Source: an optimization exercise on an open RTL-to-GDS flow (aim: small area and a short achievable clock period). Production flows keep margins and buffers that such runs may drop. Where RTL was checked, it was by simulation tests only, not by an equivalence proof against the original. No functional check of the RTL was part of run 8. No run shown here takes its clock network from TritonCTS; it comes from the design's own scripts or RTL. The clock input has no modelled driver; a real chip could not lean on it and would need a root buffer or a full tree. No activity file was given, so power comes from the tool's default toggle rates.

### flow/flow/run.sh
#!/bin/bash
# Standard ORFS layout with buf_1 port buffers, except clock tree synthesis:
# the clock reaches all registers through a single clock buffer (clk_tree.tcl).
set -e
export BUFFER_PORTS_ARGS="-buffer_cell sky130_fd_sc_hd__buf_1"
bash standard.sh place > standard_place.log 2>&1
RES=$(pwd)/orfs/results/$FLOW_PLATFORM/alu4_top/base
export RES
openroad -no_init -exit flow/clk_tree.tcl > clk_tree.log 2>&1
bash standard.sh > standard_finish.log 2>&1
### flow/constraint.sdc
create_clock -name core_clock -period 5.0 [get_ports {clk}]
set_input_delay 1.0000 -clock core_clock [delete_from_list [all_inputs] [get_ports {clk}]]
set_output_delay 1.0000 -clock core_clock [all_outputs]
set_load 0.01 [all_outputs]
### flow/standard.sh
#!/bin/bash
# synth_recipe.tcl (not shown) runs the flow's synth.tcl, then flattens the netlist and writes it again
# the make line also repeats each setting of config.mk as NAME=value (left out here)
make -C /OpenROAD-flow-scripts/flow DESIGN_CONFIG=/design/flow/config.mk WORK_HOME=/design/flow/orfs CLKGATE_MAP_FILE= SYNTH_SCRIPT=/design/flow/synth_recipe.tcl "${@:-finish}"
### flow/config.mk
export PLATFORM = sky130hd
export DESIGN_NAME = alu4_top
export DESIGN_NICKNAME = alu4_top
export VERILOG_FILES = /design/flow/design.v
export SDC_FILE = /design/flow/constraint.sdc
export NUM_CORES = 4
export LEC_CHECK = 0
export CAP_MARGIN = 20
export CORE_MARGIN = 2
export CORE_UTILIZATION = 20
export SLEW_MARGIN = 20
export SYNTH_HIERARCHICAL = 1
export SYNTH_MINIMUM_KEEP_SIZE = 0
### flow/design.v
module alu4_top (
  input  wire        clk,
  input  wire [13:0] i,
  output wire [7:0]  o
);
  reg  [13:0] a_q;
  reg  [7:0]  y_q;
  wire [7:0]  y_c;
  alu4 u_alu4 (
    .i_0_(a_q[0]),
    .i_1_(a_q[1]),
    .i_2_(a_q[2]),
    .i_3_(a_q[3]),
    .i_4_(a_q[4]),
    .i_5_(a_q[5]),
    .i_6_(a_q[6]),
    .i_7_(a_q[7]),
    .i_8_(a_q[8]),
    .i_9_(a_q[9]),
    .i_10_(a_q[10]),
    .i_11_(a_q[11]),
    .i_12_(a_q[12]),
    .i_13_(a_q[13]),
    .o_0_(y_c[0]),
    .o_1_(y_c[1]),
    .o_2_(y_c[2]),
    .o_3_(y_c[3]),
    .o_4_(y_c[4]),
    .o_5_(y_c[5]),
    .o_6_(y_c[6]),
    .o_7_(y_c[7])
  );
  always @(posedge clk) begin
    a_q <= i;
    y_q <= y_c;
  end
  assign o = y_q;
endmodule

module alu4 (
	i_9_, i_10_, i_7_, i_8_, i_5_, i_6_, i_3_, i_13_,
	i_4_, i_12_, i_1_, i_11_, i_2_, i_0_, o_1_, o_2_, o_0_, o_7_,
	o_5_, o_6_, o_3_, o_4_);
input i_9_;
input i_10_;
input i_7_;
input i_8_;
input i_5_;
input i_6_;
input i_3_;
input i_13_;
input i_4_;
input i_12_;
input i_1_;
input i_11_;
input i_2_;
input i_0_;
output o_1_;
output o_2_;
output o_0_;
output o_7_;
output o_5_;
output o_6_;
output o_3_;
output o_4_;
wire new_n23;
wire new_n24;
wire new_n25;
wire new_n26;
wire new_n27;
wire new_n28;
wire new_n29;
wire new_n30;
wire new_n31;
wire new_n33;
wire new_n34;
wire new_n35;
wire new_n36;
wire new_n37;
wire new_n38;
wire new_n39;
wire new_n40;
wire new_n41;
wire new_n42;
wire new_n43;
wire new_n44;
wire new_n45;
wire new_n46;
wire new_n47;
wire new_n48;
wire new_n51;
wire new_n52;
wire new_n53;
wire new_n54;
wire new_n55;
wire new_n56;
wire new_n57;
wire new_n58;
wire new_n59;
wire new_n60;
wire new_n62;
wire new_n63;
wire new_n64;
wire new_n65;
wire new_n66;
wire new_n67;
wire new_n68;
wire new_n69;
  g_inv g00 (.A(i_4_), .Y(new_n23));
  g_nor2 g01 (.A(i_13_), .B(new_n23), .Y(new_n24));
  g_inv g02 (.A(i_9_), .Y(new_n25));
  g_nand2 g03 (.A(new_n25), .B(i_8_), .Y(new_n26));
  g_o211ai g04 (.A1(i_10_), .A2(i_8_), .B1(i_3_), .C1(new_n26), .Y(new_n27));
  g_inv g05 (.A(i_11_), .Y(new_n28));
  g_a21oi g06 (.A1(i_8_), .A2(i_12_), .B1(i_3_), .Y(new_n29));
  g_o21ai g07 (.A1(i_8_), .A2(new_n28), .B1(new_n29), .Y(new_n30));
  g_nand2 g08 (.A(new_n27), .B(new_n30), .Y(new_n31));
  g_xor2 g09 (.A(new_n24), .B(new_n31), .X(o_1_));
  g_o21ai g10 (.A1(i_10_), .A2(i_7_), .B1(i_2_), .Y(new_n33));
  g_a21oi g11 (.A1(new_n25), .A2(i_7_), .B1(new_n33), .Y(new_n34));
  g_nor2 g12 (.A(i_7_), .B(new_n28), .Y(new_n35));
  g_a211oi g13 (.A1(i_7_), .A2(i_12_), .B1(i_2_), .C1(new_n35), .Y(new_n36));
  g_nor2 g14 (.A(i_6_), .B(new_n28), .Y(new_n37));
  g_a211oi g15 (.A1(i_6_), .A2(i_12_), .B1(i_1_), .C1(new_n37), .Y(new_n38));
  g_nor2 g16 (.A(new_n36), .B(new_n38), .Y(new_n39));
  g_o21ai g17 (.A1(new_n30), .A2(new_n34), .B1(new_n39), .Y(new_n40));
  g_o21ai g18 (.A1(i_10_), .A2(i_5_), .B1(i_0_), .Y(new_n41));
  g_a21oi g19 (.A1(new_n25), .A2(i_5_), .B1(new_n41), .Y(new_n42));
  g_o21ai g20 (.A1(i_10_), .A2(i_6_), .B1(i_1_), .Y(new_n43));
  g_a21oi g21 (.A1(new_n25), .A2(i_6_), .B1(new_n43), .Y(new_n44));
  g_nor2 g22 (.A(new_n42), .B(new_n44), .Y(new_n45));
  g_inv g23 (.A(i_0_), .Y(new_n46));
  g_o21ai g24 (.A1(i_5_), .A2(new_n28), .B1(new_n46), .Y(new_n47));
  g_a21oi g25 (.A1(i_5_), .A2(i_12_), .B1(new_n47), .Y(new_n48));
  g_a21oi g26 (.A1(new_n40), .A2(new_n45), .B1(new_n48), .Y(o_2_));
  g_nand3b g27 (.A_N(new_n34), .B(new_n45), .C(new_n27), .Y(o_0_));
  g_nor2 g28 (.A(new_n44), .B(new_n38), .Y(new_n51));
  g_inv g29 (.A(new_n51), .Y(new_n52));
  g_nand2 g30 (.A(new_n30), .B(new_n23), .Y(new_n53));
  g_a21oi g31 (.A1(new_n53), .A2(new_n27), .B1(new_n36), .Y(new_n54));
  g_nor3 g32 (.A(i_13_), .B(new_n34), .C(new_n54), .Y(new_n55));
  g_or2 g33 (.A(new_n52), .B(new_n55), .X(new_n56));
  g_nand2 g34 (.A(new_n55), .B(new_n52), .Y(new_n57));
  g_nor2 g35 (.A(new_n34), .B(new_n36), .Y(new_n58));
  g_nand2 g36 (.A(new_n53), .B(new_n27), .Y(new_n59));
  g_nor2 g37 (.A(i_13_), .B(new_n59), .Y(new_n60));
  g_xnor2 g38 (.A(new_n58), .B(new_n60), .Y(o_6_));
  g_nand4 g39 (.A(new_n56), .B(o_1_), .C(new_n57), .D(o_6_), .Y(new_n62));
  g_or2 g40 (.A(new_n42), .B(new_n48), .X(new_n63));
  g_nand2 g41 (.A(new_n39), .B(new_n59), .Y(new_n64));
  g_a211o g42 (.A1(i_6_), .A2(i_12_), .B1(i_1_), .C1(new_n37), .X(new_n65));
  g_a21oi g43 (.A1(new_n65), .A2(new_n34), .B1(new_n44), .Y(new_n66));
  g_nand2 g44 (.A(new_n64), .B(new_n66), .Y(new_n67));
  g_nor2 g45 (.A(i_13_), .B(new_n67), .Y(new_n68));
  g_xnor2 g46 (.A(new_n63), .B(new_n68), .Y(new_n69));
  g_nor2 g47 (.A(new_n62), .B(new_n69), .Y(o_7_));
  g_and2 g48 (.A(new_n56), .B(new_n57), .X(o_5_));
  g_o21bai g49 (.A1(new_n42), .A2(new_n67), .B1_N(new_n48), .Y(o_3_));
  g_inv g50 (.A(new_n69), .Y(o_4_));
endmodule
module g_a211o (A1, A2, B1, C1, X);
  input A1;
  input A2;
  input B1;
  input C1;
  output X;
  assign X = (A1&A2) | (B1) | (C1);
endmodule
module g_a211oi (A1, A2, B1, C1, Y);
  input A1;
  input A2;
  input B1;
  input C1;
  output Y;
  assign Y = (~A1&~B1&~C1) | (~A2&~B1&~C1);
endmodule
module g_a21oi (A1, A2, B1, Y);
  input A1;
  input A2;
  input B1;
  output Y;
  assign Y = (~A1&~B1) | (~A2&~B1);
endmodule
module g_and2 (A, B, X);
  input A;
  input B;
  output X;
  assign X = (A&B);
endmodule
module g_inv (A, Y);
  input A;
  output Y;
  assign Y = (~A);
endmodule
module g_nand2 (A, B, Y);
  input A;
  input B;
  output Y;
  assign Y = (~A) | (~B);
endmodule
module g_nand3b (A_N, B, C, Y);
  input A_N;
  input B;
  input C;
  output Y;
  assign Y = (A_N) | (~B) | (~C);
endmodule
module g_nand4 (A, B, C, D, Y);
  input A;
  input B;
  input C;
  input D;
  output Y;
  assign Y = (~A) | (~B) | (~C) | (~D);
endmodule
module g_nor2 (A, B, Y);
  input A;
  input B;
  output Y;
  assign Y = (~A&~B);
endmodule
module g_nor3 (A, B, C, Y);
  input A;
  input B;
  input C;
  output Y;
  assign Y = (~A&~B&~C);
endmodule
module g_o211ai (A1, A2, B1, C1, Y);
  input A1;
  input A2;
  input B1;
  input C1;
  output Y;
  assign Y = (~A1&~A2) | (~B1) | (~C1);
endmodule
module g_o21ai (A1, A2, B1, Y);
  input A1;
  input A2;
  input B1;
  output Y;
  assign Y = (~A1&~A2) | (~B1);
endmodule
module g_o21bai (A1, A2, B1_N, Y);
  input A1;
  input A2;
  input B1_N;
  output Y;
  assign Y = (~A1&~A2) | (B1_N);
endmodule
module g_or2 (A, B, X);
  input A;
  input B;
  output X;
  assign X = (A) | (B);
endmodule
module g_xnor2 (A, B, Y);
  input A;
  input B;
  output Y;
  assign Y = (~A&~B) | (A&B);
endmodule
module g_xor2 (A, B, X);
  input A;
  input B;
  output X;
  assign X = (A&~B) | (~A&B);
endmodule
### flow/flow/clk_tree.tcl
# Clock tree: one clkbuf_16 between the clock port and every register clock pin,
# placed at the centre of the registers, then legalised.
set plat $::env(FLOW_HOME)/platforms/$::env(FLOW_PLATFORM)
read_liberty $plat/lib/sky130_fd_sc_hd__tt_025C_1v80.lib
read_db $::env(RES)/3_place.odb
read_sdc $::env(RES)/3_place.sdc
set block [ord::get_db_block]
set clknet [$block findNet clk]
set master [[ord::get_db] findMaster sky130_fd_sc_hd__clkbuf_16]
set buf [odb::dbInst_create $block $master clkbuf_root]
set leaf [odb::dbNet_create $block clknet_root]
$leaf setSigType CLOCK
$clknet setSigType CLOCK
set sx 0; set sy 0; set n 0
foreach it [$clknet getITerms] {
  set inst [$it getInst]
  set loc [$inst getLocation]
  set sx [expr {$sx + [lindex $loc 0]}]; set sy [expr {$sy + [lindex $loc 1]}]; incr n
  set mt [$it getMTerm]
  $it disconnect
  $it connect $leaf
}
puts "moved $n clock sinks to clknet_root"
[$buf findITerm A] connect $clknet
[$buf findITerm X] connect $leaf
$buf setLocation [expr {$sx / $n}] [expr {$sy / $n}]
$buf setPlacementStatus PLACED
global_connect
set_propagated_clock [all_clocks]
detailed_placement
check_placement -verbose
source $plat/setRC.tcl
estimate_parasitics -placement
report_clock_skew
report_checks -path_delay min_max
write_db $::env(RES)/4_1_cts.odb
write_sdc -no_timestamp $::env(RES)/4_cts.sdc
==> results of run 1 <==
==> cells by family after synthesis <==
kind of cell           Yosys count  share of synthesized area
buffers and inverters            6                     0.0300
flip-flops                      22                      0.588
AO/OA/AOI/OAI                   19                      0.205
XOR/XNOR                         3                     0.0351
AND/OR/NAND/NOR                 23                      0.142
==> layout make-up <==
cell class,count,share of cell area
well taps,48,0.0655
multi-input cells,45,0.312
inverters,6,0.0246
repair buffers,22,0.0900
flip-flops and latches,22,0.480
plain buffers,1,0.0273
==> stage by stage <==
step	utilization	cells	hold WS, ns	setup slack, ns	total power, mW
3_5_place_dp	0.246	143	0.591	3.48	0.248
3_3_place_gp	0.246	143	0.589	3.54	0.247
6_report	0.252	144	0.599	3.39	0.317
2_1_floorplan	-	73	0.524	3.63	0.233
5_1_grt	0.252	144	0.621	3.34	0.336
==> Yosys stat by module, one instance, submodules excluded, excerpt <==
module,cells inside,flops+latches,copies in the design,cell area [um^2]
alu4_top,22,22,1,440
g_o211ai,1,0,1,12.5
g_nor3,1,0,1,10.0
g_a21oi,1,0,8,8.76
g_a211o,1,0,1,8.76
g_o21bai,1,0,1,7.51
g_nand4,1,0,1,6.26
g_nand2,1,0,7,3.75
==> report_power, final <==
part | internal [mW] | total [mW] | switching (mW)
registers | 0.190 | 0.198 | 0.00781
logic | 0.0192 | 0.0452 | 0.0260
clock network | 0.0363 | 0.0742 | 0.0380
total | 0.246 | 0.317 | 0.0718
==> state kept, by name, indices dropped and copies added, names as in the netlist <==
signal and flops:
y_q 8, a_q 14
==> worst reg2reg max path: stages (launching register included) <==
cell     delay [ns]
dfxtp_1        0.47
a21oi_2        0.09
o21ai_1        0.15
nand2_1        0.12
a21oi_2        0.14
nor3_2         0.05
or2_1          0.24
and2_1         0.15
==> cell usage after synthesis <==
master    number
o211ai_2       1
a211o_1        1
inv_1          6
a211oi_2       2
o21bai_1       1
nand3b_1       1
nand2_1        7
nor3_2         1
dfxtp_1       22
nor2_1        10
a21oi_2        8
o21ai_1        6
and2_1         1
xnor2_1        2
nand4_1        1
xor2_1         1
or2_1          2
==> path summary, 6_finish.rpt <==
kind / startpoint / end / slack, ns / cells after the start
worst max register to register: a_q[12]$_DFF_P_ / y_q[5]$_DFF_P_ / 3.47 / 7
worst min register to register: a_q[4]$_DFF_P_ / y_q[1]$_DFF_P_ / 0.60 / 3
worst max-delay path: y_q[2]$_DFF_P_ / o[2] / 3.39 / 1
worst min-delay path: a_q[4]$_DFF_P_ / y_q[1]$_DFF_P_ / 0.60 / 3
==> per-layer routing <==
metal | wire, um | vias to the layer above | part of all wire | track usage
li1 | - | 288 | - | -
met1 | 613 | 218 | 0.51 | 0.0742
met2 | 488 | 19 | 0.40 | 0.0829
met3 | 110 | 0 | 0.091 | 0.00856
met4 | 0 | 0 | 0 | 0.00260
met5 | 0 | - | 0 | 0
==> impl_metrics.ini, run 1 <==
[worst_setup_path]
endpoint_kind = output port
crit_path_max_incr_delay_ns = 0.31
required_ns = 4.00
timing.critical_path.buf_inv = 1
cp_max_fo = 1
arrival_ns = 0.61
crit_type = register to output port
crit_path_top_delay_cell = dfxtp_1
start_kind = register
crit_chain = buf_1
critical_path.top_delay_family = flip-flops

[floorplanning]
dieArea_um2 = 4250
core_um2 = 3630
die_w_um = 65.2
die_h_um = 65.2
pin_count = 23
start_util = 0.206
rows = 22

[power_and_ir_drop]
irDropWorstVdd_mv = 0.158
pwr_density_cell_nw_per_um2 = 346
p_leak_nw = 0.352

[synthesis]
yosysTopAreaCell = dfxtp_1
ys_ff_latch = 22
synthTopCellsByArea = dfxtp_1 59%, a21oi_2 9.3%, nor2_1 5.0%, o21ai_1 4.0%, nand2_1 3.5%
syn_avg_cell_area_um2 = 10.3
syn_nets = 88
synth_area_um2 = 749
ys_seq_area_frac = 0.588
yosysUniqueCellTypes = 17
ys_warn_count = 7
yosysTopAreaCellShare = 0.588
synthCells = 73

[routing]
vias = 525
first_pass_iters = 4
drc = 0
detail-route-antenna-nets = 0
wirelength_um = 1210
viasPerCell = 3.65
routedWlPerCell_um = 8.42
drt_iter0_drc = 11

[timing]
setup_tns_ns = 0
worst_pin_slew_ns = 0.296
report.final.slew_viol_count = 0
rsz0062_at_grt = no
period_needed_ns = 1.61
relSlewSlack = 0.802
setup_viol = 0
hold_viol_final = 0
fin_crit_sh = 0.322
skew_ns = 0.00174
clock.fmax_mhz = 622

[finish]
area.growth.synth_to_final_pct = 22.4
multi_input_area_um2 = 287
fillers = 397
fin_area_um2 = 917
n_antenna_cell = 0
final_cell_mix = 22 x dfxtp_1, 22 x buf_1, 10 x nor2_1, 8 x a21oi_2, 7 x nand2_1
drive_above_1_share = 0.135
ff_latch_area_um2 = 440
fin_nets = 113

[clocking]
clock_latency_ns = 0.14
clk_pin_slew_ns = 0.08

[status]
status = finished clean

[run]
cap_violations = 0

[global_routing]
grt_pass1_vias = 439
grt_antenna_before_repair = 0
grt_max_degree = 23
grt_first_pass_wirelength_um = 1820
grt_overflow = 0
grt_usage = 0.0510

[hold_path]
holdCritPathClass = register to register

[place]
placedInstanceArea_um2 = 892
io_buffers = 22
gp_congestion = 0.771
==> run 2, diff against run 1 <==
--- a/flow/flow/run.sh
+++ b/flow/flow/run.sh
@@ -3,6 +3,7 @@
 # the clock reaches all registers through a single clock buffer (clk_tree.tcl).
 set -e
 export BUFFER_PORTS_ARGS="-buffer_cell sky130_fd_sc_hd__buf_1"
+export PRE_FLOORPLAN_TCL=$(pwd)/flow/downsize.tcl
 bash standard.sh place > standard_place.log 2>&1
 RES=$(pwd)/orfs/results/$FLOW_PLATFORM/alu4_top/base
 export RES
==> flow/flow/downsize.tcl (new file) <==
# Before floorplanning: put every combinational cell that synthesis upsized
# back to its drive-1 variant (timing repair later upsizes where it must).
set n 0
foreach inst [[ord::get_db_block] getInsts] {
  set m [[$inst getMaster] getName]
  if {[regexp {^(sky130_fd_sc_hd__[a-z0-9]+)_([0-9]+)$} $m -> base drive] && $drive > 1 && ![string match *df* $base]} {
    set small [[ord::get_db] findMaster ${base}_1]
    if {$small ne "NULL"} {
      $inst swapMaster $small
      incr n
    }
  }
}
puts "downsize: $n cells set to drive 1"
==> run 2 against run 1 <==
Against the previous run:
- setup slack improved by 0.0041 ns
- sequential power barely moved
- cell count fell by 1.4%
- synthesized cell count did not move
- combinational power fell by 8.0%
- maximum frequency rose by 0.26%
- register-to-register slack improved by 0.05 ns
- first-iteration DRC count fell by 27%
- largest cell class unchanged
- highest routed layer unchanged
==> impl_metrics.ini, run 2 <==
[power_and_ir_drop]
p_leak_nw = 0.345
pwr_density_cell_nw_per_um2 = 361
irDropWorstVdd_mv = 0.120

[worst_setup_path]
crit_type = register to output port
required_ns = 4.00
critical_path.top_delay_family = flip-flops
cp_max_fo = 1
r2r_slack_ns = 3.52
crit_chain = buf_1
arrival_ns = 0.60
endpoint_kind = output port
crit_path_max_incr_delay_ns = 0.32
start_kind = register
r2r_start = a_q[11]$_DFF_P_
timing.rr.end = y_q[7]$_DFF_P_
rr_worst_depth = 9
crit_path_top_delay_cell = dfxtp_1
timing.critical_path.buf_inv = 1

[floorplanning]
pin_count = 23
dieArea_um2 = 3990
start_util = 0.210
rows = 21
die_w_um = 63.1
die_h_um = 63.1
core_um2 = 3340

[timing]
fin_crit_sh = 0.321
setup_slack_ns = 3.40
rsz0062_at_grt = no
setup_viol = 0
skew_ns = 0.00158
period_needed_ns = 1.60
report.final.slew_viol_count = 0
relSlewSlack = 0.756
setup_tns_ns = 0
worst_pin_slew_ns = 0.366
whs_ns = 0.590
clock.fmax_mhz = 623
hold_viol_final = 0

[routing]
drt_iter0_drc = 8
vias = 508
routedWlPerCell_um = 8.15
drc = 0
detail-route-antenna-nets = 0
wirelength_um = 1160
viasPerCell = 3.58
first_pass_iters = 4

[global_routing]
grt_first_pass_wirelength_um = 2010
grt_overflow = 0
grt_pass1_vias = 479
grt_usage = 0.0578
grt_max_degree = 23
grt_antenna_before_repair = 0

[place]
io_buffers = 22
dp_hpwl_um = 992
gp_congestion = 0.889
place_ws_ns = 3.53
placedInstanceArea_um2 = 840

[synthesis]
ys_warn_count = 7
syn_nets = 88
synthCells = 73

[hold_path]
worstHoldStart = a_q[13]$_DFF_P_
hold-path-endpoint = y_q[1]$_DFF_P_
holdCritPathClass = register to register
min_delay_path_depth = 2

[finish]
fin_area_um2 = 865
n_antenna_cell = 0
drive_above_1_share = 0.0104
top_regs = a_q x14, y_q x8
regMostFlops = a_q
fin_nets = 113
final_cell_mix = 22 x dfxtp_1, 22 x buf_1, 10 x nor2_1, 8 x a21oi_1, 7 x nand2_1
largest_reg_flops = 14

[run]
cap_violations = 0

[clocking]
clock_latency_ns = 0.14
clk_pin_slew_ns = 0.08

[status]
status = finished clean
[run 2: stage by stage]
step                      instances   util  power, mW
after floorplan                  73      -      0.228
after global placement          141  0.252      0.242
after detailed placement        141  0.252      0.243
after global routing            142  0.259      0.330
final                           142  0.259      0.312
[run 2: worst max-delay path by stage]
stage,endpoint,depth (start not counted),slack (ns),start
after floorplan,y_q[7]$_DFF_P_,9,3.64,a_q[11]$_DFF_P_
after global placement,o[7],1,3.57,y_q[7]$_DFF_P_
after detailed placement,y_q[7]$_DFF_P_,9,3.53,a_q[11]$_DFF_P_
after global routing,o[1],1,3.34,y_q[1]$_DFF_P_
final,o[2],1,3.40,y_q[2]$_DFF_P_
[run 2: final cells by class]
class / count / area (um^2)
fill: 380 / 2470
tap: 46 / 57.6
sequential: 22 / 440
timing repair buffer: 22 / 82.6
multi-input combinational: 45 / 236
inverter: 6 / 22.5
buffer: 1 / 25.0
[run 2: routing by layer]
metal,up-vias,global-route usage,part of all wire
met4,0,0,0
li1,288,-,-
met1,201,0.0875,0.54
met2,19,0.0904,0.37
met5,-,0,0
met3,0,0.0107,0.087
[run 2: power by group]
group	internal, mW	switching [mW]
clock	0.0363	0.0378
sequential	0.190	0.00651
combinational	0.0172	0.0244
==> run 3, diff against run 2 <==
--- a/flow/flow/run.sh
+++ b/flow/flow/run.sh
@@ -7,5 +7,7 @@
 bash standard.sh place > standard_place.log 2>&1
 RES=$(pwd)/orfs/results/$FLOW_PLATFORM/alu4_top/base
 export RES
+export CLKBUF=sky130_fd_sc_hd__clkbuf_16
+export OUTBUF=sky130_fd_sc_hd__buf_2
 openroad -no_init -exit flow/clk_tree.tcl > clk_tree.log 2>&1
 bash standard.sh > standard_finish.log 2>&1
--- a/flow/flow/clk_tree.tcl
+++ b/flow/flow/clk_tree.tcl
@@ -1,4 +1,5 @@
-# Clock tree: one clkbuf_16 between the clock port and every register clock pin,
+# Output port buffers set to $OUTBUF (if given).
+# Clock tree: one $CLKBUF between the clock port and every register clock pin,
 # placed at the centre of the registers, then legalised.
 set plat $::env(FLOW_HOME)/platforms/$::env(FLOW_PLATFORM)
 read_liberty $plat/lib/sky130_fd_sc_hd__tt_025C_1v80.lib
@@ -6,7 +7,15 @@
 read_sdc $::env(RES)/3_place.sdc
 set block [ord::get_db_block]
 set clknet [$block findNet clk]
-set master [[ord::get_db] findMaster sky130_fd_sc_hd__clkbuf_16]
+set master [[ord::get_db] findMaster $::env(CLKBUF)]
+if {[info exists ::env(OUTBUF)]} {
+  set ob [[ord::get_db] findMaster $::env(OUTBUF)]
+  foreach bt [$block getBTerms] {
+    if {[$bt getIoType] ne "OUTPUT"} continue
+    set drv [[$bt getNet] getFirstOutput]
+    if {$drv ne "NULL"} { [$drv getInst] swapMaster $ob; puts "output buffer [[$drv getInst] getName] -> $::env(OUTBUF)" }
+  }
+}
 set buf [odb::dbInst_create $block $master clkbuf_root]
 set leaf [odb::dbNet_create $block clknet_root]
 $leaf setSigType CLOCK
==> run 3 against run 2 <==
Against the previous run:
- sequential share of layout area shrank 0.58 points
- clock skew is the same
- highest routed layer unchanged
- critical path type unchanged
- via count grew 0.20%
- maximum frequency grew 1.6%
- utilization grew 0.30 points
- combinational power grew 6.0%
- sequential power is essentially flat
- cell count is the same
- first-iteration DRC count is the same
- setup slack gained 0.026 ns
- critical path depth is the same
- synthesized cell count is the same
==> impl_metrics.ini, run 3 <==
[timing]
period_needed_ns = 1.58
setup_tns_ns = 0
whs_ns = 0.590
worst_pin_slew_ns = 0.365
setup_viol = 0
hold_viol_final = 0
skew_ns = 0.00158
relSlewSlack = 0.757
rsz0062_at_grt = no
report.final.slew_viol_count = 0
clock.fmax_mhz = 633
fin_crit_sh = 0.316

[routing]
drc = 0
vias = 509
drt_iter0_drc = 8
wirelength_um = 1160
viasPerCell = 3.58
first_pass_iters = 4
routedWlPerCell_um = 8.14
detail-route-antenna-nets = 0

[finish]
n_antenna_cell = 0
ff_latch_area_um2 = 440
largest_reg_flops = 14
multi_input_area_um2 = 236
final_cell_mix = 22 x dfxtp_1, 14 x buf_1, 10 x nor2_1, 8 x a21oi_1, 8 x buf_2
top_regs = a_q x14, y_q x8
regMostFlops = a_q
drive_above_1_share = 0.0938
fin_nets = 113
fillers = 376
final_common_cell = dfxtp_1

[global_routing]
grt_overflow = 0
grt_usage = 0.0578
grt_pass1_vias = 479
grt_first_pass_wirelength_um = 2010
grt_antenna_before_repair = 0
grt_max_degree = 23

[worst_setup_path]
rr_worst_depth = 9
start_kind = register
arrival_ns = 0.58
crit_chain = buf_2
critical_path.top_delay_family = flip-flops
timing.critical_path.buf_inv = 1
crit_type = register to output port
cp.depth = 1
endpoint_kind = output port
cp_max_fo = 1
crit_path_top_delay_cell = dfxtp_1
crit_path_max_incr_delay_ns = 0.32
required_ns = 4.00

[floorplanning]
die_w_um = 63.1
die_h_um = 63.1
core_um2 = 3340
start_util = 0.210
pin_count = 23
dieArea_um2 = 3990
rows = 21

[synthesis]
synthCells = 73
ys_warn_count = 7
syn_nets = 88

[clocking]
clk_pin_slew_ns = 0.08
clock_latency_ns = 0.14

[power_and_ir_drop]
pwr_density_cell_nw_per_um2 = 360
p_leak_nw = 0.368
irDropWorstVdd_mv = 0.120

[status]
status = finished clean

[hold_path]
holdCritPathClass = register to register
min_delay_path_depth = 2

[run]
cap_violations = 0

[place]
gp_congestion = 0.889
io_buffers = 22
dp_hpwl_um = 992
run 3: final cells by class:
cell class | instances | area share
flip-flops and latches | 22 | 0.504
multi-input cells | 45 | 0.270
repair buffers | 22 | 0.106
well taps | 46 | 0.0658
plain buffers | 1 | 0.0286
inverters | 6 | 0.0258
run 3: power by group:
group          leakage [nW]  internal, mW  switching (mW)
clock network        0.0123        0.0363          0.0378
logic                 0.170        0.0196          0.0244
registers             0.185         0.190         0.00620
total                 0.368         0.246          0.0684
run 3: path summary, 6_finish.rpt:
path | from | end | slack, ns
worst min-delay path | a_q[13]$_DFF_P_ | y_q[1]$_DFF_P_ | 0.59
worst max register to register | a_q[11]$_DFF_P_ | y_q[7]$_DFF_P_ | 3.52
worst min register to register | a_q[13]$_DFF_P_ | y_q[1]$_DFF_P_ | 0.59
worst max-delay path | y_q[2]$_DFF_P_ | o[2] | 3.42
run 3: metrics by stage:
stage / instance area (um^2) / power, mW / cells / setup slack [ns] / utilization
global placement: 840 / 0.242 / 141 / 3.57 / 0.252
finish: 875 / 0.315 / 142 / 3.42 / 0.262
global route: 875 / 0.332 / 142 / 3.36 / 0.262
detailed placement: 840 / 0.243 / 141 / 3.53 / 0.252
floorplan: 699 / 0.228 / 73 / 3.64 / -
run 3: layer usage:
metal / vias to the layer above / GRT usage / share of wire
met5: - / 0 / 0
met4: 0 / 0 / 0
met3: 0 / 0.0107 / 0.089
met2: 19 / 0.0904 / 0.37
met1: 202 / 0.0875 / 0.54
li1: 288 / - / -
==> run 4, diff against run 3 <==
--- a/flow/flow/run.sh
+++ b/flow/flow/run.sh
@@ -7,7 +7,7 @@
 bash standard.sh place > standard_place.log 2>&1
 RES=$(pwd)/orfs/results/$FLOW_PLATFORM/alu4_top/base
 export RES
-export CLKBUF=sky130_fd_sc_hd__clkbuf_16
+export CLKBUF=sky130_fd_sc_hd__clkbuf_8
 export OUTBUF=sky130_fd_sc_hd__buf_2
 openroad -no_init -exit flow/clk_tree.tcl > clk_tree.log 2>&1
 bash standard.sh > standard_finish.log 2>&1
==> run 4 against run 3 <==
Against the previous run:
- sequential share of layout area up 0.66 points
- sequential power hardly changed
- die area unchanged
- wire length increased by 3.3%
- first-iteration DRC count decreased by 38%
- setup slack worse by 0.044 ns
- worst hold slack gained 0.0074 ns
- clock power is about 20% lower
- global-route usage increased by 0.26 points
- critical endpoint unchanged
- maximum frequency is 2.7% lower
- synthesized cell count unchanged
- cell area fell by 1.3%
==> impl_metrics.ini, run 4 <==
[status]
status = finished clean

[worst_setup_path]
endpoint = o[2]
crit_chain = buf_2
critPathLaunch = y_q[2]$_DFF_P_
crit_path_max_incr_delay_ns = 0.33
cp_max_fo = 1
crit_path_top_delay_cell = dfxtp_1
rr_worst_depth = 9
endpoint_kind = output port
arrival_ns = 0.62
start_kind = register
timing.critical_path.buf_inv = 1
r2r_slack_ns = 3.49
required_ns = 4.00
crit_type = register to output port
critical_path.top_delay_family = flip-flops
timing.rr.end = y_q[7]$_DFF_P_
r2r_start = a_q[11]$_DFF_P_
cp.depth = 1

[finish]
fin_util = 0.259
fin_nets = 113
final_cell_mix = 22 x dfxtp_1, 14 x buf_1, 10 x nor2_1, 8 x a21oi_1, 8 x buf_2
final_common_cell = dfxtp_1
top_regs = a_q x14, y_q x8
fin_area_um2 = 863
regMostFlops = a_q
drive_above_1_share = 0.0938
largest_reg_flops = 14
n_antenna_cell = 0
stdcell_count = 142

[place]
placedInstanceArea_um2 = 840
dp_hpwl_um = 992
io_buffers = 22
gp_congestion = 0.889
placed_cells = 141

[power_and_ir_drop]
pwr_density_cell_nw_per_um2 = 347
irDropWorstVdd_mv = 0.150
p_leak_nw = 0.363

[hold_path]
holdCritPathClass = register to register
worstHoldStart = a_q[13]$_DFF_P_

[routing]
wl_met1_um = 624
detail-route-antenna-nets = 0
met2_length_um = 457
vias = 515
drc = 0
first_pass_iters = 4
wirelength_um = 1190
dr_wl_met3_um = 101
routed.top_layer = met4
viasPerCell = 3.63
routedWlPerCell_um = 8.41
drt_iter0_drc = 5

[synthesis]
synthCells = 73
ys_warn_count = 7
syn_nets = 88

[timing]
setup_viol = 0
clock.fmax_mhz = 616
hold_viol_final = 0
report.final.slew_viol_count = 0
rsz0062_at_grt = no
setup_tns_ns = 0
skew_ns = 0.000649
fin_crit_sh = 0.325
worst_pin_slew_ns = 0.375
relSlewSlack = 0.749
period_needed_ns = 1.62

[floorplanning]
dieArea_um2 = 3990
die_w_um = 63.1
die_h_um = 63.1
start_util = 0.210
core_um2 = 3340
rows = 21
pin_count = 23

[clocking]
clock_latency_ns = 0.17
clk_pin_slew_ns = 0.12

[global_routing]
grt_pass1_vias = 487
grt_first_pass_wirelength_um = 2080
grt_overflow = 0
grt_antenna_before_repair = 0
grt_usage = 0.0604
grt_max_degree = 23

[run]
cap_violations = 0
run 4: cell types whose count changed in the layout (fill, tap and decap cells not counted):
cell / before / now
clkbuf_16: 1 / 0
clkbuf_8: 0 / 1
run 4: through the flow:
stage	worst slack, ns	hold slack [ns]	power, mW
floorplan	3.64	0.533	0.228
detailed placement	3.53	0.588	0.243
global route	3.32	0.666	0.316
finish	3.38	0.597	0.300
global placement	3.57	0.586	0.242
run 4: metal layers:
layer,GRT usage,vias to the layer above
li1,-,287
met1,0.0886,207
met2,0.0957,19
met3,0.0107,2
met4,0.00556,0
met5,0,-
run 4: area by class of cell:
type | count | area (um^2)
fillers | 378 | 2470
well taps | 46 | 57.6
repair buffers | 22 | 92.6
flip-flops and latches | 22 | 440
plain buffers | 1 | 13.8
multi-input cells | 45 | 236
inverters | 6 | 22.5
run 4: worst min path at each step:
stage | slack, ns | end | cells after the start
finish | 0.60 | y_q[1]$_DFF_P_ | 2
global route | 0.67 | y_q[1]$_DFF_P_ | 3
detailed placement | 0.59 | y_q[1]$_DFF_P_ | 2
global placement | 0.59 | y_q[1]$_DFF_P_ | 2
floorplan | 0.53 | y_q[3]$_DFF_P_ | 3
run 4: report_power, final:
group / leakage [nW] / internal [mW] / total (mW) / switching [mW]
clock network: 0.00719 / 0.0188 / 0.0594 / 0.0406
registers: 0.185 / 0.190 / 0.197 / 0.00621
logic: 0.170 / 0.0196 / 0.0441 / 0.0245
total: 0.363 / 0.229 / 0.300 / 0.0712
==> run 5, diff against run 4 <==
--- a/flow/flow/run.sh
+++ b/flow/flow/run.sh
@@ -7,7 +7,7 @@
 bash standard.sh place > standard_place.log 2>&1
 RES=$(pwd)/orfs/results/$FLOW_PLATFORM/alu4_top/base
 export RES
-export CLKBUF=sky130_fd_sc_hd__clkbuf_8
+export CLKBUF=sky130_fd_sc_hd__buf_12
 export OUTBUF=sky130_fd_sc_hd__buf_2
 openroad -no_init -exit flow/clk_tree.tcl > clk_tree.log 2>&1
 bash standard.sh > standard_finish.log 2>&1
==> run 5 against run 4 <==
Against the previous run:
- wire length fell by 2.0%
- clock power grew about 20%
- global-route usage decreased by 0.23 points
- still clean
- highest routed layer is now met3
==> impl_metrics.ini, run 5 <==
[status]
status = finished clean

[worst_setup_path]
start_kind = register
crit_chain = buf_2
r2r_start = a_q[11]$_DFF_P_
critPathLaunch = y_q[2]$_DFF_P_
crit_path_max_incr_delay_ns = 0.32
timing.critical_path.buf_inv = 1
cp_max_fo = 1
endpoint_kind = output port
arrival_ns = 0.56
required_ns = 4.00
crit_type = register to output port
critical_path.top_delay_family = flip-flops
crit_path_top_delay_cell = dfxtp_1

[finish]
drive_above_1_share = 0.0938
largest_reg_flops = 14
final_common_cell = dfxtp_1
regMostFlops = a_q
stdcell_count = 142
fin_util = 0.261
fin_nets = 113
n_antenna_cell = 0
final_cell_mix = 22 x dfxtp_1, 14 x buf_1, 10 x nor2_1, 8 x a21oi_1, 8 x buf_2
top_regs = a_q x14, y_q x8
fin_area_um2 = 870

[hold_path]
holdCritPathClass = register to register
worstHoldStart = a_q[13]$_DFF_P_

[clocking]
clock_latency_ns = 0.12
clk_pin_slew_ns = 0.08

[floorplanning]
pin_count = 23
start_util = 0.210
rows = 21
core_um2 = 3340
die_w_um = 63.1
die_h_um = 63.1
dieArea_um2 = 3990

[power_and_ir_drop]
clkPwrFrac = 0.228
p_leak_nw = 0.365
switching_share = 0.222
combPwrFrac = 0.141
pwr-share-seq = 0.631
pwr_density_cell_nw_per_um2 = 359
irDropWorstVdd_mv = 0.175
power.total_mw = 0.312
internal_power_mw = 0.243
p_switching_mw = 0.0691

[global_routing]
grt_usage = 0.0582
grt_overflow = 0
grt_pass1_vias = 482
grt_antenna_before_repair = 0
grt_max_degree = 23
grt_first_pass_wirelength_um = 2020

[run]
cap_violations = 0

[place]
placedInstanceArea_um2 = 840
io_buffers = 22
dp_hpwl_um = 992
place_ws_ns = 3.53
gp_congestion = 0.889
placed_cells = 141

[routing]
vias = 513
first_pass_iters = 3
viasPerCell = 3.61
wirelength_um = 1170
routedWlPerCell_um = 8.24
drc = 0
detail-route-antenna-nets = 0
drt_iter0_drc = 7

[timing]
worst_pin_slew_ns = 0.367
fin_crit_sh = 0.311
setup_slack_ns = 3.44
skew_ns = 0.00149
report.final.slew_viol_count = 0
setup_tns_ns = 0
clock.fmax_mhz = 643
whs_ns = 0.591
setup_viol = 0
rsz0062_at_grt = no
relSlewSlack = 0.755
hold_viol_final = 0
period_needed_ns = 1.56

[synthesis]
syn_nets = 88
synthCells = 73
ys_warn_count = 7
-- run 5: final cells by class --
class | count | area, um^2
multi-input combinational | 45 | 236
tap | 46 | 57.6
inverter | 6 | 22.5
sequential | 22 | 440
timing repair buffer | 22 | 92.6
fill | 377 | 2470
buffer | 1 | 20.0
-- run 5: power groups by stage --
stage	Combinational [mW]	Clock (mW)	Sequential, mW
floorplan	0.0226	0	0.205
global placement	0.0412	0	0.201
detailed placement	0.0418	0	0.201
global route	0.0501	0.0790	0.198
finish	0.0440	0.0710	0.197
-- run 5: per-layer routing --
layer | up-vias | track usage | part of all wire
li1 | 287 | - | -
met2 | 19 | 0.0904 | 0.38
met4 | 0 | 0.00278 | 0
met1 | 207 | 0.0875 | 0.53
met5 | - | 0 | 0
met3 | 0 | 0.0107 | 0.085
-- run 5: path summary, 6_finish.rpt --
check                   end  slack (ns)  depth (start not counted)
max                    o[2]        3.44                          1
min          y_q[1]$_DFF_P_        0.59                          2
max reg2reg  y_q[7]$_DFF_P_        3.52                          9
min reg2reg  y_q[1]$_DFF_P_        0.59                          2
==> run 6, diff against run 5 <==
==> flow/flow/run.sh (replaced) <==
#!/bin/bash
# Standard ORFS layout (the standard.sh) with these changes:
#  - port buffers are buf_1 (input) and buf_2 (output) instead of the delay cell
#    buffer_ports picks by default;
#  - before floorplanning, combinational cells that synthesis upsized are put back
#    to drive 1 (downsize.tcl); timing repair may upsize them again;
#  - clock tree synthesis is replaced by one buf_12 between the clock port and all
#    22 register clock pins (clk_tree.tcl), so every register sees the same clock.
# Each tool's output goes to its own log file here.
set -e
export BUFFER_PORTS_ARGS="-buffer_cell sky130_fd_sc_hd__buf_1"
export PRE_FLOORPLAN_TCL=$(pwd)/flow/downsize.tcl
bash standard.sh place > standard_place.log 2>&1
export RES=$(pwd)/orfs/results/$FLOW_PLATFORM/alu4_top/base
export CLKBUF=sky130_fd_sc_hd__buf_12
export OUTBUF=sky130_fd_sc_hd__buf_2
openroad -no_init -exit flow/clk_tree.tcl > clk_tree.log 2>&1
bash standard.sh > standard_finish.log 2>&1
--- a/flow/config.mk
+++ b/flow/config.mk
@@ -7,7 +7,7 @@
 export LEC_CHECK = 0
 export CAP_MARGIN = 20
 export CORE_MARGIN = 2
-export CORE_UTILIZATION = 20
+export CORE_UTILIZATION = 50
 export SLEW_MARGIN = 20
 export SYNTH_HIERARCHICAL = 1
 export SYNTH_MINIMUM_KEEP_SIZE = 0
==> run 6 against run 5 <==
Against the previous run:
- still clean on timing, DRC and antenna
- sequential power about the same
- register-to-register slack barely moved
- via count up 5.5%
- sequential cell count did not move
- sequential share of layout area increased by 2.4 points
- setup slack improved by 0.011 ns
- first-iteration DRC count shrank 100%
- clock power up 2%
- maximum frequency is 0.69% higher
- critical path type unchanged
==> impl_metrics.ini, run 6 <==
[routing]
wirelength_um = 949
routedWlPerCell_um = 8.55
drc = 0
drt_iter0_drc = 0
vias = 541
viasPerCell = 4.87
detail-route-antenna-nets = 0
first_pass_iters = 1

[power_and_ir_drop]
irDropWorstVdd_mv = 0.287
pwr_density_cell_nw_per_um2 = 374
p_leak_nw = 0.365

[finish]
final_cell_mix = 22 x dfxtp_1, 14 x buf_1, 10 x nor2_1, 8 x a21oi_1, 8 x buf_2
top_regs = a_q x14, y_q x8
fin_util = 0.638
regMostFlops = a_q
n_antenna_cell = 0
drive_above_1_share = 0.0938
final_common_cell = dfxtp_1
largest_reg_flops = 14
fin_nets = 113

[clocking]
clock_latency_ns = 0.12
clk_pin_slew_ns = 0.08

[worst_setup_path]
endpoint_kind = output port
required_ns = 4.00
start_kind = register
crit_type = register to output port
timing.critical_path.buf_inv = 1
critical_path.top_delay_family = flip-flops
crit_path_max_incr_delay_ns = 0.30
crit_path_top_delay_cell = dfxtp_1
cp_max_fo = 1
crit_chain = buf_2
arrival_ns = 0.54

[floorplanning]
rows = 13
start_util = 0.538
dieArea_um2 = 1710
core_um2 = 1300
die_h_um = 41.4
die_w_um = 41.4
pin_count = 23

[timing]
relSlewSlack = 0.772
skew_ns = 0.00291
setup_tns_ns = 0
report.final.slew_viol_count = 0
hold_viol_final = 0
clock.fmax_mhz = 647
rsz0062_at_grt = no
period_needed_ns = 1.54
fin_crit_sh = 0.309
worst_pin_slew_ns = 0.341
setup_viol = 0

[place]
io_buffers = 22
gp_congestion = 0.826
dp_hpwl_um = 772

[global_routing]
grt_antenna_before_repair = 0
grt_usage = 0.108
grt_first_pass_wirelength_um = 1610
grt_pass1_vias = 454
grt_max_degree = 23
grt_overflow = 0

[hold_path]
holdCritPathClass = register to register

[synthesis]
syn_nets = 88
synthCells = 73
ys_warn_count = 7

[run]
cap_violations = 0

[status]
status = finished clean
run 6: worst register-to-register path, delay by kind of cell, from the launching register on:
| kind | cells | cell delay, ns |
|---|---|---|
| AO/OA/AOI/OAI | 1 | 0.33 |
| buffers and inverters | 1 | 0.10 |
| XOR/XNOR | 1 | 0.15 |
| flip-flops | 1 | 0.30 |
| AND/OR/NAND/NOR | 6 | 0.51 |
run 6: path summary, 6_finish.rpt:
check	depth (start not counted)	startpoint	to	slack (ns)
worst max-delay path	1	y_q[0]$_DFF_P_	o[0]	3.46
worst min-delay path	3	a_q[0]$_DFF_P_	y_q[3]$_DFF_P_	0.59
worst max register to register	9	a_q[11]$_DFF_P_	y_q[7]$_DFF_P_	3.52
worst min register to register	3	a_q[0]$_DFF_P_	y_q[3]$_DFF_P_	0.59
run 6: metrics by stage:
stage | power (mW) | setup WS (ns) | cell area [um^2] | cells | hold WS, ns
final | 0.311 | 3.46 | 831 | 111 | 0.586
after global placement | 0.241 | 3.55 | 801 | 110 | 0.576
after detailed placement | 0.241 | 3.52 | 801 | 110 | 0.570
after floorplan | 0.228 | 3.64 | 699 | 73 | 0.533
after global routing | 0.325 | 3.32 | 831 | 111 | 0.634
run 6: cell type report:
class | count | area (um^2)
fill | 134 | 470
sequential | 22 | 440
multi-input combinational | 45 | 236
timing repair buffer | 22 | 92.6
inverter | 6 | 22.5
buffer | 1 | 20.0
tap | 15 | 18.8
run 6: report_power, final:
part / internal (mW) / total, mW / leakage, nW / switching, mW
clock network: 0.0325 / 0.0724 / 0.00940 / 0.0399
logic: 0.0196 / 0.0425 / 0.170 / 0.0229
registers: 0.190 / 0.196 / 0.185 / 0.00574
run 6: metal layers:
| metal | global-route usage | vias to the layer above | wire [um] |
|---|---|---|---|
| met5 | 0 | - | 0 |
| met4 | 0.0129 | 0 | 13 |
| met3 | 0.00870 | 2 | 57 |
| met2 | 0.225 | 16 | 454 |
| met1 | 0.118 | 232 | 423 |
| li1 | - | 291 | - |
==> run 7, diff against run 6 <==
--- a/flow/config.mk
+++ b/flow/config.mk
@@ -7,7 +7,7 @@
 export LEC_CHECK = 0
 export CAP_MARGIN = 20
 export CORE_MARGIN = 2
-export CORE_UTILIZATION = 50
+export CORE_UTILIZATION = 20
 export SLEW_MARGIN = 20
 export SYNTH_HIERARCHICAL = 1
 export SYNTH_MINIMUM_KEEP_SIZE = 0
==> run 7 against run 6 <==
Against the previous run:
- setup slack lost 0.011 ns
- register-to-register slack is essentially flat
- power grew 0.21%
- worst hold slack gained 0.0050 ns
- via count shrank 5.2%
- sequential cell count is the same
- cell area grew 4.7%
- first-iteration DRC count grew 7
- largest power group unchanged
- highest routed layer is now met3
==> impl_metrics.ini, run 7 <==
[finish]
fillers = 377
n_antenna_cell = 0
drive_above_1_share = 0.0938
regMostFlops = a_q
fin_nets = 113
final_common_cell = dfxtp_1
final_cell_mix = 22 x dfxtp_1, 14 x buf_1, 10 x nor2_1, 8 x a21oi_1, 8 x buf_2
fin_area_um2 = 870
fin_util = 0.261
top_regs = a_q x14, y_q x8
largest_reg_flops = 14

[global_routing]
grt_overflow = 0
grt_pass1_vias = 482
grt_first_pass_wirelength_um = 2020
grt_max_degree = 23
grt_usage = 0.0582
grt_antenna_before_repair = 0

[clocking]
clock_latency_ns = 0.12
clk_pin_slew_ns = 0.08

[floorplanning]
core_um2 = 3340
die_h_um = 63.1
dieArea_um2 = 3990
die_w_um = 63.1
rows = 21
start_util = 0.210
pin_count = 23

[synthesis]
ys_warn_count = 7
synthCells = 73
syn_nets = 88

[worst_setup_path]
crit_type = register to output port
crit_path_top_delay_cell = dfxtp_1
cp_max_fo = 1
start_kind = register
timing.critical_path.buf_inv = 1
endpoint_kind = output port
crit_path_max_incr_delay_ns = 0.32
required_ns = 4.00
arrival_ns = 0.56
crit_chain = buf_2
critical_path.top_delay_family = flip-flops

[timing]
period_needed_ns = 1.56
clock.fmax_mhz = 643
setup_slack_ns = 3.44
skew_ns = 0.00149
worst_pin_slew_ns = 0.367
hold_viol_final = 0
relSlewSlack = 0.755
rsz0062_at_grt = no
report.final.slew_viol_count = 0
setup_viol = 0
fin_crit_sh = 0.311
setup_tns_ns = 0

[power_and_ir_drop]
pwr_density_cell_nw_per_um2 = 359
p_leak_nw = 0.365
irDropWorstVdd_mv = 0.175

[place]
placedInstanceArea_um2 = 840
gp_congestion = 0.889
dp_hpwl_um = 992
place_ws_ns = 3.53
io_buffers = 22

[hold_path]
holdCritPathClass = register to register

[routing]
first_pass_iters = 3
wirelength_um = 1170
drt_iter0_drc = 7
viasPerCell = 3.61
drc = 0
routedWlPerCell_um = 8.24
vias = 513
detail-route-antenna-nets = 0

[status]
status = finished clean

[run]
cap_violations = 0
-- run 7: final cells by class --
type / instances / area, um^2 / share of cell area
flip-flops and latches: 22 / 440 / 0.506
inverters: 6 / 22.5 / 0.0259
plain buffers: 1 / 20.0 / 0.0230
well taps: 46 / 57.6 / 0.0662
repair buffers: 22 / 92.6 / 0.106
multi-input cells: 45 / 236 / 0.272
-- run 7: worst register-to-register path: cells and delay by family, from the launching register on --
| kind | cells | cell delay, ns |
|---|---|---|
| AOI/OAI and AO/OA | 1 | 0.34 |
| DFF | 1 | 0.30 |
| buffers and inverters | 1 | 0.10 |
| xor gates and xnor gates | 1 | 0.15 |
| and+or+nand+nor | 6 | 0.49 |
-- run 7: metrics by stage --
step           power, mW  hold slack [ns]  instances
6_report           0.312            0.591        142
5_1_grt            0.328            0.658        142
3_5_place_dp       0.243            0.588        141
3_3_place_gp       0.242            0.586        141
2_1_floorplan      0.228            0.533         73
-- run 7: path summary, 6_finish.rpt --
path                         from              to  slack, ns  cells after the start
setup / recovery   y_q[2]$_DFF_P_            o[2]       3.44                      1
setup reg to reg  a_q[11]$_DFF_P_  y_q[7]$_DFF_P_       3.52                      9
hold / removal    a_q[13]$_DFF_P_  y_q[1]$_DFF_P_       0.59                      2
hold reg to reg   a_q[13]$_DFF_P_  y_q[1]$_DFF_P_       0.59                      2
-- run 7: per-layer routing --
metal,global-route usage,part of all wire
met5,0,0
met4,0.00278,0
met3,0.0107,0.085
met2,0.0904,0.38
met1,0.0875,0.53
-- run 7: power breakdown --
part,switching [mW],total [mW],internal (mW)
clock network,0.0385,0.0710,0.0325
registers,0.00621,0.197,0.191
logic,0.0244,0.0440,0.0196
==> run 8, diff against run 7 <==
==> flow/design.v (replaced) <==
module alu4_top (
  input  wire        clk,
  input  wire [13:0] i,
  output wire [7:0]  o
);
  reg  [13:0] a_q;
  reg  [7:0]  y_q;
  wire [7:0]  y_c;
  alu4 u_alu4 (
    .i_0_(a_q[0]),
    .i_1_(a_q[1]),
    .i_2_(a_q[2]),
    .i_3_(a_q[3]),
    .i_4_(a_q[4]),
    .i_5_(a_q[5]),
    .i_6_(a_q[6]),
    .i_7_(a_q[7]),
    .i_8_(a_q[8]),
    .i_9_(a_q[9]),
    .i_10_(a_q[10]),
    .i_11_(a_q[11]),
    .i_12_(a_q[12]),
    .i_13_(a_q[13]),
    .o_0_(y_c[0]),
    .o_1_(y_c[1]),
    .o_2_(y_c[2]),
    .o_3_(y_c[3]),
    .o_4_(y_c[4]),
    .o_5_(y_c[5]),
    .o_6_(y_c[6]),
    .o_7_(y_c[7])
  );
  always @(posedge clk) begin
    a_q <= i;
    y_q <= y_c;
  end
  assign o = y_q;
endmodule

module alu4 (
	i_9_, i_10_, i_7_, i_8_, i_5_, i_6_, i_3_, i_13_,
	i_4_, i_12_, i_1_, i_11_, i_2_, i_0_, o_1_, o_2_, o_0_, o_7_,
	o_5_, o_6_, o_3_, o_4_);
input i_9_;
input i_10_;
input i_7_;
input i_8_;
input i_5_;
input i_6_;
input i_3_;
input i_13_;
input i_4_;
input i_12_;
input i_1_;
input i_11_;
input i_2_;
input i_0_;
output o_1_;
output o_2_;
output o_0_;
output o_7_;
output o_5_;
output o_6_;
output o_3_;
output o_4_;
wire new_n23;
wire new_n24;
wire new_n25;
wire new_n26;
wire new_n27;
wire new_n28;
wire new_n29;
wire new_n30;
wire new_n31;
wire new_n33;
wire new_n34;
wire new_n35;
wire new_n36;
wire new_n37;
wire new_n38;
wire new_n39;
wire new_n40;
wire new_n41;
wire new_n42;
wire new_n43;
wire new_n44;
wire new_n45;
wire new_n46;
wire new_n47;
wire new_n48;
wire new_n49;
wire new_n51;
wire new_n52;
wire new_n54;
wire new_n55;
wire new_n56;
wire new_n57;
wire new_n58;
wire new_n59;
wire new_n60;
wire new_n61;
wire new_n62;
wire new_n64;
wire new_n65;
wire new_n66;
wire new_n67;
wire new_n71;
  g_inv g00 (.A(i_4_), .Y(new_n23));
  g_nor2 g01 (.A(i_13_), .B(new_n23), .Y(new_n24));
  g_inv g02 (.A(i_9_), .Y(new_n25));
  g_nand2 g03 (.A(new_n25), .B(i_8_), .Y(new_n26));
  g_o211ai g04 (.A1(i_10_), .A2(i_8_), .B1(i_3_), .C1(new_n26), .Y(new_n27));
  g_inv g05 (.A(i_11_), .Y(new_n28));
  g_a21oi g06 (.A1(i_8_), .A2(i_12_), .B1(i_3_), .Y(new_n29));
  g_o21ai g07 (.A1(i_8_), .A2(new_n28), .B1(new_n29), .Y(new_n30));
  g_nand2 g08 (.A(new_n27), .B(new_n30), .Y(new_n31));
  g_xor2 g09 (.A(new_n24), .B(new_n31), .X(o_1_));
  g_nand2 g10 (.A(i_6_), .B(i_12_), .Y(new_n33));
  g_inv g11 (.A(new_n33), .Y(new_n34));
  g_nor2 g12 (.A(i_6_), .B(new_n28), .Y(new_n35));
  g_nor3 g13 (.A(i_1_), .B(new_n34), .C(new_n35), .Y(new_n36));
  g_inv g14 (.A(new_n36), .Y(new_n37));
  g_a21oi g15 (.A1(i_5_), .A2(i_12_), .B1(i_0_), .Y(new_n38));
  g_o21ai g16 (.A1(i_5_), .A2(new_n28), .B1(new_n38), .Y(new_n39));
  g_nand2 g17 (.A(new_n37), .B(new_n39), .Y(new_n40));
  g_a21oi g18 (.A1(i_7_), .A2(i_12_), .B1(i_2_), .Y(new_n41));
  g_o21ai g19 (.A1(i_7_), .A2(new_n28), .B1(new_n41), .Y(new_n42));
  g_o21ai g20 (.A1(i_10_), .A2(i_6_), .B1(i_1_), .Y(new_n43));
  g_a21oi g21 (.A1(new_n25), .A2(i_6_), .B1(new_n43), .Y(new_n44));
  g_o21ai g22 (.A1(i_10_), .A2(i_7_), .B1(i_2_), .Y(new_n45));
  g_a21oi g23 (.A1(new_n25), .A2(i_7_), .B1(new_n45), .Y(new_n46));
  g_a211oi g24 (.A1(new_n30), .A2(new_n42), .B1(new_n44), .C1(new_n46), .Y(new_n47));
  g_nand2 g25 (.A(new_n25), .B(i_5_), .Y(new_n48));
  g_o211ai g26 (.A1(i_10_), .A2(i_5_), .B1(i_0_), .C1(new_n48), .Y(new_n49));
  g_o21ai g27 (.A1(new_n40), .A2(new_n47), .B1(new_n49), .Y(o_2_));
  g_inv g28 (.A(new_n44), .Y(new_n51));
  g_inv g29 (.A(new_n46), .Y(new_n52));
  g_nand4 g30 (.A(new_n51), .B(new_n52), .C(new_n27), .D(new_n49), .Y(o_0_));
  g_nor2 g31 (.A(new_n44), .B(new_n36), .Y(new_n54));
  g_nand2 g32 (.A(new_n30), .B(new_n23), .Y(new_n55));
  g_nand2 g33 (.A(new_n55), .B(new_n27), .Y(new_n56));
  g_nand2 g34 (.A(new_n56), .B(new_n42), .Y(new_n57));
  g_inv g35 (.A(i_13_), .Y(new_n58));
  g_nand3 g36 (.A(new_n57), .B(new_n58), .C(new_n52), .Y(new_n59));
  g_xnor2 g37 (.A(new_n54), .B(new_n59), .Y(new_n60));
  g_nand2 g38 (.A(new_n52), .B(new_n42), .Y(new_n61));
  g_nor2 g39 (.A(i_13_), .B(new_n56), .Y(new_n62));
  g_xor2 g40 (.A(new_n61), .B(new_n62), .X(o_6_));
  g_nand2 g41 (.A(new_n49), .B(new_n39), .Y(new_n64));
  g_nand2 g42 (.A(new_n51), .B(new_n58), .Y(new_n65));
  g_xnor2 g43 (.A(new_n64), .B(new_n65), .Y(new_n66));
  g_nand3 g44 (.A(o_6_), .B(o_1_), .C(new_n66), .Y(new_n67));
  g_nor2 g45 (.A(new_n60), .B(new_n67), .Y(o_7_));
  g_inv g46 (.A(new_n60), .Y(o_5_));
  g_o21ai g47 (.A1(new_n23), .A2(o_0_), .B1(o_2_), .Y(o_3_));
  g_a21oi g48 (.A1(new_n59), .A2(new_n54), .B1(new_n66), .Y(new_n71));
  g_a41oi g49 (.A1(new_n49), .A2(new_n39), .A3(new_n59), .A4(new_n54), .B1(new_n71), .Y(o_4_));
endmodule
module g_a211oi (A1, A2, B1, C1, Y);
  input A1;
  input A2;
  input B1;
  input C1;
  output Y;
  assign Y = (~A1&~B1&~C1) | (~A2&~B1&~C1);
endmodule
module g_a21oi (A1, A2, B1, Y);
  input A1;
  input A2;
  input B1;
  output Y;
  assign Y = (~A1&~B1) | (~A2&~B1);
endmodule
module g_a41oi (A1, A2, A3, A4, B1, Y);
  input A1;
  input A2;
  input A3;
  input A4;
  input B1;
  output Y;
  assign Y = (~A1&~B1) | (~A2&~B1) | (~A3&~B1) | (~A4&~B1);
endmodule
module g_inv (A, Y);
  input A;
  output Y;
  assign Y = (~A);
endmodule
module g_nand2 (A, B, Y);
  input A;
  input B;
  output Y;
  assign Y = (~A) | (~B);
endmodule
module g_nand3 (A, B, C, Y);
  input A;
  input B;
  input C;
  output Y;
  assign Y = (~A) | (~B) | (~C);
endmodule
module g_nand4 (A, B, C, D, Y);
  input A;
  input B;
  input C;
  input D;
  output Y;
  assign Y = (~A) | (~B) | (~C) | (~D);
endmodule
module g_nor2 (A, B, Y);
  input A;
  input B;
  output Y;
  assign Y = (~A&~B);
endmodule
module g_nor3 (A, B, C, Y);
  input A;
  input B;
  input C;
  output Y;
  assign Y = (~A&~B&~C);
endmodule
module g_o211ai (A1, A2, B1, C1, Y);
  input A1;
  input A2;
  input B1;
  input C1;
  output Y;
  assign Y = (~A1&~A2) | (~B1) | (~C1);
endmodule
module g_o21ai (A1, A2, B1, Y);
  input A1;
  input A2;
  input B1;
  output Y;
  assign Y = (~A1&~A2) | (~B1);
endmodule
module g_xnor2 (A, B, Y);
  input A;
  input B;
  output Y;
  assign Y = (~A&~B) | (A&B);
endmodule
module g_xor2 (A, B, X);
  input A;
  input B;
  output X;
  assign X = (A&~B) | (~A&B);
endmodule
--- a/flow/config.mk
+++ b/flow/config.mk
@@ -7,7 +7,7 @@
 export LEC_CHECK = 0
 export CAP_MARGIN = 20
 export CORE_MARGIN = 2
-export CORE_UTILIZATION = 20
+export CORE_UTILIZATION = 50
 export SLEW_MARGIN = 20
 export SYNTH_HIERARCHICAL = 1
 export SYNTH_MINIMUM_KEEP_SIZE = 0
==> run 8 against run 7 <==
Against the previous run:
- utilization grew 38 points
- maximum frequency decreased by 0.17%
- sequential share of layout area increased by 3.2 points
- die area fell by 58%
- via count decreased by 1.9%
- clock skew grew 0.0020 ns
- cell area is 5.9% lower
- global-route usage increased by 6.9 points
- worst hold slack lost 0.091 ns
- critical path depth is the same
- synthesized cell count shrank 1.4%
- largest power group unchanged
==> impl_metrics.ini, run 8 <==
[status]
status = finished clean

[worst_setup_path]
crit_chain = buf_2
arrival_ns = 0.56
crit_path_top_delay_cell = dfxtp_1
critical_path.top_delay_family = flip-flops
timing.critical_path.buf_inv = 1
endpoint_kind = output port
cp_max_fo = 1
crit_path_max_incr_delay_ns = 0.32
crit_type = register to output port
required_ns = 4.00
start_kind = register

[clocking]
clk_pin_slew_ns = 0.08
clock_latency_ns = 0.12

[power_and_ir_drop]
switching_share = 0.222
p_switching_mw = 0.0691
p_leak_nw = 0.375
pwr-share-seq = 0.631
irDropWorstVdd_mv = 0.242
clkPwrFrac = 0.231
pwr_density_cell_nw_per_um2 = 381
internal_power_mw = 0.242
power.total_mw = 0.311
combPwrFrac = 0.137

[timing]
skew_ns = 0.00349
setup_slack_ns = 3.44
setup_viol = 0
whs_ns = 0.499
setup_tns_ns = 0
relSlewSlack = 0.799
rsz0062_at_grt = no
hold_viol_final = 0
report.final.slew_viol_count = 0
period_needed_ns = 1.56
worst_pin_slew_ns = 0.301
fin_crit_sh = 0.312
clock.fmax_mhz = 642

[synthesis]
synthCells = 72
syn_nets = 87
ys_warn_count = 7

[global_routing]
grt_antenna_before_repair = 0
grt_first_pass_wirelength_um = 1500
grt_pass1_vias = 407
grt_usage = 0.127
grt_max_degree = 23
grt_overflow = 0

[finish]
fillers = 123
drive_above_1_share = 0.0947
fin_area_um2 = 818
final_cell_mix = 22 x dfxtp_1, 14 x buf_1, 11 x nand2_1, 9 x inv_1, 8 x buf_2
regMostFlops = a_q
fin_nets = 112
top_regs = a_q x14, y_q x8
stdcell_count = 110
fin_util = 0.637
ff_latch_area_um2 = 440
multi_input_area_um2 = 213
final_common_cell = dfxtp_1
largest_reg_flops = 14
n_antenna_cell = 0

[place]
placedInstanceArea_um2 = 788
placed_cells = 109
gp_congestion = 0.802
place_ws_ns = 3.56
dp_hpwl_um = 799
io_buffers = 22

[floorplanning]
pin_count = 23
core_um2 = 1280
die_w_um = 41.1
die_h_um = 41.1
dieArea_um2 = 1690
rows = 13
start_util = 0.535

[routing]
first_pass_iters = 4
drc = 0
drt_iter0_drc = 4
detail-route-antenna-nets = 0
viasPerCell = 4.57
wirelength_um = 970
routedWlPerCell_um = 8.82
vias = 503

[run]
cap_violations = 0

[hold_path]
holdCritPathClass = register to register
[run 8: final cells by class]
class	count	share of cell area
Inverter	9	0.0413
Multi-Input combinational cell	41	0.260
Tap cell	15	0.0229
Buffer	1	0.0245
Sequential cell	22	0.538
Timing Repair Buffer	22	0.113
[run 8: path summary, 6_finish.rpt]
kind	start	end	slack, ns	depth (start not counted)
worst max-delay path	y_q[1]$_DFF_P_	o[1]	3.44	1
worst min-delay path	a_q[4]$_DFF_P_	y_q[3]$_DFF_P_	0.50	2
worst max register to register	a_q[12]$_DFF_P_	y_q[7]$_DFF_P_	3.64	8
worst min register to register	a_q[4]$_DFF_P_	y_q[3]$_DFF_P_	0.50	2
[run 8: power by group through the flow]
stage	Clock, mW	Sequential, mW	Combinational [mW]
final	0.0720	0.197	0.0428
after global routing	0.0803	0.199	0.0494
after floorplan	0	0.205	0.0220
after global placement	0	0.201	0.0403
after detailed placement	0	0.201	0.0408
[run 8: routing by layer]
metal	vias to the layer above	track usage	wire length [um]
met2	16	0.246	476
met5	-	0	0
met4	0	0.00833	6
met3	2	0.0109	61
met1	204	0.153	425
li1	281	-	-

[static timing again, ports no longer ideal]
The results above use ideal ports. As a check the final layouts listed here were re-extracted and re-timed, cells and wires unchanged. Step 1 assumes that a clkbuf_16 drives the clock port and a buf_2 every other input. Step 2 adds t to the input delays and takes it off the output delays; t is the mean of the earliest and latest rising clock arrival at the registers after step 1. Input paths then give back, and output paths get back, about the clock's delay inside the block. Slacks: ideal / step 1 / step 2; pairs: ideal / step 1.
run	t, ns	setup WS [ns]	hold slack, ns	worst data-port slew with drivers (ns)
run 1	0.168	3.391 / 3.365 / 3.473	0.599 / 0.599 / 0.599	0.03
run 2	0.166	3.395 / 3.371 / 3.519	0.590 / 0.590 / 0.590	0.03
run 3	0.166	3.421 / 3.396 / 3.517	0.590 / 0.590 / 0.590	0.03
run 4	0.192	3.377 / 3.355 / 3.495	0.597 / 0.597 / 0.597	0.03
run 5	0.144	3.445 / 3.417 / 3.517	0.591 / 0.591 / 0.591	0.03
run 6	0.148	3.455 / 3.426 / 3.520	0.586 / 0.586 / 0.586	0.03
run 7	0.144	3.445 / 3.417 / 3.517	0.591 / 0.591 / 0.591	0.03
run 8	0.145	3.442 / 3.415 / 3.560	0.499 / 0.499 / 0.499	0.03
After both steps setup and hold are still met in every run listed.
